What follows belongs to an exercise in optimizing a design on an open flow for small area, a short achievable clock period and few clock cycles per item; a production flow would make more cautious choices.
Only simulation tests tie the RTL to the original design; equivalence was not proved.

## flow/design.v (module list and top-level ports; edited modules follow where they fit)
// module fa: 4 lines
// module ha: 4 lines
// module hai: 4 lines
// module qsel: 7 lines
// module bc: 4 lines
// module gc: 3 lines
// module sq_mod_p: 1143 lines
// module sq_mod_q: 2488 lines
// module crt_s: 1008 lines
// module crt_x: 438 lines
// module decode_7seg: 26 lines
// module bbs_generator: 57 lines
module bbs_generator(
    input  wire CLOCK_50,
    input  wire res,
    input  wire [63:0] seed,
    output wire [9:0] LEDR,
    output reg  valid,
    output wire [63:0] x_out,
    output wire [6:0] HEX0,
    output wire [6:0] HEX1,
    output wire [6:0] HEX2,
    output wire [6:0] HEX3,
    output wire [6:0] HEX4,
    output wire [6:0] HEX5
);
  // ...
==> flow/run.sh <==
#!/bin/bash
# synth_recipe.tcl (not shown) runs the flow's synth.tcl, then flattens the netlist and writes it again
# the make line also repeats each setting of config.mk as NAME=value (left out here)
make -C /OpenROAD-flow-scripts/flow DESIGN_CONFIG=/design/flow/config.mk WORK_HOME=/design/flow/orfs CLKGATE_MAP_FILE= SYNTH_SCRIPT=/design/flow/synth_recipe.tcl finish
==> flow/config.mk <==
export PLATFORM = sky130hd
export DESIGN_NAME = bbs_generator
export DESIGN_NICKNAME = bbs_generator
export VERILOG_FILES = /design/flow/design.v
export SDC_FILE = /design/flow/constraint.sdc
export NUM_CORES = 4
export LEC_CHECK = 0
export CAP_MARGIN = 20
export CORE_MARGIN = 2
export CORE_UTILIZATION = 60
export SETUP_SLACK_MARGIN = 3
export SLEW_MARGIN = 20
export SYNTH_HIERARCHICAL = 1
export SYNTH_MINIMUM_KEEP_SIZE = 0
==> flow/constraint.sdc <==
create_clock -name core_clock -period 12.0 [get_ports {CLOCK_50}]
set_input_delay 2.4000 -clock core_clock [delete_from_list [all_inputs] [get_ports {CLOCK_50}]]
set_output_delay 2.4000 -clock core_clock [all_outputs]
set_load 0.01 [all_outputs]
==> results.tsv, run 1 <==
stage	metric	value	unit
finish	seq_cells	151	
critical_path	path_depth	29	
critical_path	r2r_cells	29	
critical_path	crit_slowest_cell	fa_2	
finish	n_all_inverters	618	
sta	worst_slack	3.048	ns
yosys	yosysTopAreaCellShare	47.42	%
yosys	synthAdderAreaFrac	56.83	%
die	ios	183	
finish	utilization	67.63	%
placement	detailedPlacementHpwl	154100	um
detailed_routing	wl_met1	74160	um
outcome	status	finished clean	
die	nWellTaps	1287	
grt	grt_pass1_wl	300200	um
sta	tns	0	ns
detailed_routing	top_layer	met5	
yosys	synth_compound_area_share	10.66	%
critical_path	worstSetupStartpoint	b_reg[2]	
finish	nFillCells	7714	
placement	dp_worst_setup_slack	1.652	ns
finish	clk_share	0.9370	%
clock_network	clk_pin_slew_worst_paths	0.08	ns
sta	hold_violations	0	
grt	grt_max_degree	62	
finish	design_area	66370	um^2
critical_path	path_class	reg -> reg	
critical_path	start_kind	flop	
yosys	synthDistinctLibCells	57	
detailed_routing	vias	45866	
yosys	synthFlopType	dfrtp_1	
placement	numPortBuffers	172	
detailed_routing	postRouteAntennaNets	0	
critical_path	r2r_setup_slack	3.05	ns
yosys	synth_area_leaders	fa_1, ha_1, a21o_1, nand2_1, dfrtp_1	
die	fp-row-count	115	
grt	met2_usage	62.65	%
finish	layout_common_cells	fa_1, nand2_1, and2_1, inv_1, a21o_1	
finish	fin_nets	8113	
Testbench counts, summed over its fixed seeds: cycles 216, numbers 192.
==> run 2: changes to the inputs <==
--- a/flow/config.mk
+++ b/flow/config.mk
@@ -8,7 +8,7 @@
 export CAP_MARGIN = 20
 export CORE_MARGIN = 2
 export CORE_UTILIZATION = 60
-export SETUP_SLACK_MARGIN = 3
+export SETUP_SLACK_MARGIN = 4
 export SLEW_MARGIN = 20
 export SYNTH_HIERARCHICAL = 1
 export SYNTH_MINIMUM_KEEP_SIZE = 0
==> run 2 against run 1 <==
Die area unchanged; design area is 6.0% higher; sequential share of layout area fell by 0.38 points; setup slack worse by 0.14 ns; synthesized cell count is the same; first-iteration DRC count is 21% higher; wire length is 11% higher; clock skew is 0.00085 ns lower; register-to-register slack got worse by 0.14 ns; worst hold slack lost 0.011 ns.
==> results.tsv, run 2 <==
stage	metric	value	unit	change
grt	grt_pass1_wl	327900	um	+9.2%
die	ios	183		unchanged
clock_network	cts_tree	done		
critical_path	cp-end-kind	flop		
yosys	netlist_area	59280	um^2	
yosys	synthDistinctLibCells	57		unchanged
detailed_routing	postRouteAntennaNets	0		unchanged
critical_path	slowest_delay	0.60	ns	
detailed_routing	viasPerCell	6.326		
die	dieHeight	318.3	um	
placement	gp_congestion	1.026		
grt	grt_max_degree	57		-8.1%
clock_network	cts-root-buf	clkbuf_16		
grt	overflow	0		
clock_network	cts-buffers-inserted	17		
clock_network	cts.sinks	151		
sta	hold_violations	0		unchanged
yosys	synthFlopType	dfrtp_1		
finish	drive_above_1_share	19.51	%	
placement	detailedPlacementHpwl	159000	um	+3.2%
sta	setup_violations	0		
outcome	status	finished clean		
die	die_x	318.3	um	
yosys	ys_seq_area_share	6.375	%	
sta	final_max_slew_viol_count	0		
detailed_routing	vias	48188		+5.1%
finish	area_growth	18.72	%	
critical_path	r2r_end	b_reg[1]		
detailed_routing	wl	221500	um	
critical_path	path_class	reg -> reg		
yosys	yosys.area.top_type	fa_1		
yosys	syn_avg_cell_area	10.02	um^2	
critical_path	crit_slowest_cell	fa_2		
critical_path	crit_required	12.41	ns	
yosys	yosysTopAreaCellShare	47.42	%	unchanged
die	start_util	60.40	%	
sta	worst_pin_slew	1.032	ns	
die	dieArea	101300	um^2	
yosys	synth.most_common_cell	fa_1		
yosys	synth_cells	5916		
grt	antenna_found_initial	15		
yosys	synth_area_leaders	fa_1, ha_1, a21o_1, nand2_1, dfrtp_1		
finish	layout_common_cells	fa_1, nand2_1, and2_1, a21o_1, inv_1		
critical_path	start_kind	flop		
hold_path	min_path_type	reg -> reg		
yosys	synth.top_cells.by_count	fa_1, nand2_1, inv_1		
critical_path	r2r_setup_slack	2.91	ns	-0.14 ns
sta	finalCritPeriodShare	75.76	%	
clock_network	clk_pin_slew_worst_paths	0.09	ns	about the same
sta	tns	0	ns	unchanged
critical_path	cp-endpoint	b_reg[1]		
critical_path	crit_fanout	7		
critical_path	timing.rr.start	b_reg[26]		
clock_network	htree_levels	4		
yosys	synthArstFlopShare	100.0	%	
sta	max_freq	110.0	MHz	
finish	fin_nets	8221		+1.3%
critical_path	worstPathArrival	9.50	ns	
sta	slew-limit-headroom	30.72	%	
sta	min_period	9.092	ns	
clock_network	clockBufferDepth	2		
yosys	synth-edff-count	0		
die	fp-row-count	115		unchanged
critical_path	worstSetupStartpoint	b_reg[26]		
run	maxCapViolations	0		
clock_network	insertion_delay	0.52	ns	
yosys	yosys_warnings	8		
placement	numPortBuffers	172		unchanged
sta	clock_skew	0.02936	ns	
yosys	ys_ff_latch	151		
grt	track_usage	44.21	%	
finish	final_common_cell	fa_1		
detailed_routing	dr.pass1.iters	6		
detailed_routing	first_iter_violations	5067		
detailed_routing	wire_per_inst	29.08	um	
detailed_routing	route.detailed.drc	0		
sta	rsz0062_at_grt	true		
die	fp.coreArea	98130	um^2	
grt	grt_pass1_vias	51036		
finish	nFillCells	7168		-7.1%
critical_path	r2r_cells	29		unchanged
-- run 2: how the worst min path moves through the flow --
stage / startpoint / endpoint / slack, ns / cells after the start
after floorplan: b_reg[0] / bq_reg[0] / 0.42 / 0
after global placement: phase[0] / phase[0] / 0.46 / 1
after detailed placement: phase[0] / phase[0] / 0.47 / 1
after CTS: phase[0] / phase[0] / 0.48 / 1
after global routing: phase[0] / phase[0] / 0.50 / 1
final: phase[0] / phase[0] / 0.48 / 1
-- run 2: final cells by class --
| cell class | instances | area (um^2) | share of cell area (%) |
|---|---|---|---|
| multi-input combinational | 4913 | 55160 | 78.38 |
| timing repair buffer | 605 | 6635 | 9.429 |
| sequential | 151 | 3866 | 5.494 |
| inverter | 618 | 2445 | 3.474 |
| tap | 1287 | 1610 | 2.288 |
| clock buffer | 17 | 425.4 | 0.6045 |
| clock inverter | 15 | 202.7 | 0.2880 |
| antenna | 11 | 27.53 | 0.03912 |
-- run 2: cells by family (layout without fill, tap and decap cells) --
kind of cell	after synthesis	in the layout	share of synthesized area [%]
DFF	151	151	6.375
muxes	15	15	0.3863
AOI/OAI and AO/OA	832	834	10.66
buffers and inverters	880	1255	6.113
adders and majority gates	1850	1850	56.83
other	4	36	0.02532
xor gates and xnor gates	292	292	4.315
and+or+nand+nor	1892	1897	15.30
-- run 2: what timing repair did --
action                     in CTS  in global routing
setup endpoints to repair     124                123
pin swaps                     176                156
setup buffers                 229                 73
gates cloned                   30                  4
hold endpoints to repair        0                  0
gates resized for setup       768                238
hold buffers                    0                  0
-- run 2: per-layer routing --
layer  up-vias  share of wire, %  global-route usage (%)
met4        18               6.5                   23.05
met1     24315                36                   56.55
li1      19388                 -                       -
met5         -             0.097                  0.8983
met2      3568                43                   64.73
met3       899                14                   17.90
-- run 2: modules after synthesis (local to each module, per instance), a selection --
module	copies in the design	cells inside
bbs_generator	1	367
bc	418	2
fa	1403	1
gc	156	1
hai	71	5
qsel	4	9
sq_mod_p	1	873
-- run 2: critical path, delay by kind of cell, from the launching register on --
family	cells	cell delay (ns)
adders and majority gates	12	5.28
AOI/OAI and AO/OA	7	1.23
and+or+nand+nor	4	0.95
buffers and inverters	5	0.72
DFF	1	0.53
xor gates and xnor gates	1	0.24
-- run 2: metrics by stage --
stage	area [um^2]	utilization [%]	hold slack [ns]	setup WS, ns	std cells
global placement	62570	63.76	0.4626	1.748	7237
floorplan	59740	-	0.4213	3.730	5937
finish	70370	71.71	0.4838	2.908	7617
global route	70360	71.70	0.4961	2.844	7611
detailed placement	62580	63.77	0.4662	1.699	7238
CTS	68640	69.94	0.4838	3.113	7529

[what the ideal ports hide]
The results above use ideal ports. As a check the final layouts listed here were re-extracted and re-timed, cells and wires unchanged. Step 1 (the two cells are an assumption about what drives the block):
set clk [get_ports {CLOCK_50}]
set_driving_cell -lib_cell sky130_fd_sc_hd__clkbuf_16 $clk
set_driving_cell -lib_cell sky130_fd_sc_hd__buf_2 [delete_from_list [all_inputs] $clk]
Step 2 adds t to the input delays and takes it off the output delays; t is the mean of the earliest and latest rising clock arrival at the registers after step 1. Input paths then give back, and output paths get back, about the clock's delay inside the block. Three values: ideal, step 1, step 2; two values: the first two.
| run | t (ns) | setup WS [ns] | worst data-port slew with drivers (ns) |
|---|---|---|---|
| run 1 | 0.602 | 3.048 / 3.034 / 2.517 | 0.08 |
| run 2 | 0.582 | 2.908 / 2.908 / 2.496 | 0.11 |
After both steps every run listed still meets setup and hold. For run 1, which loses most, drivers alone change the setup slack by -0.014 ns; drivers and shift together by -0.531 ns.
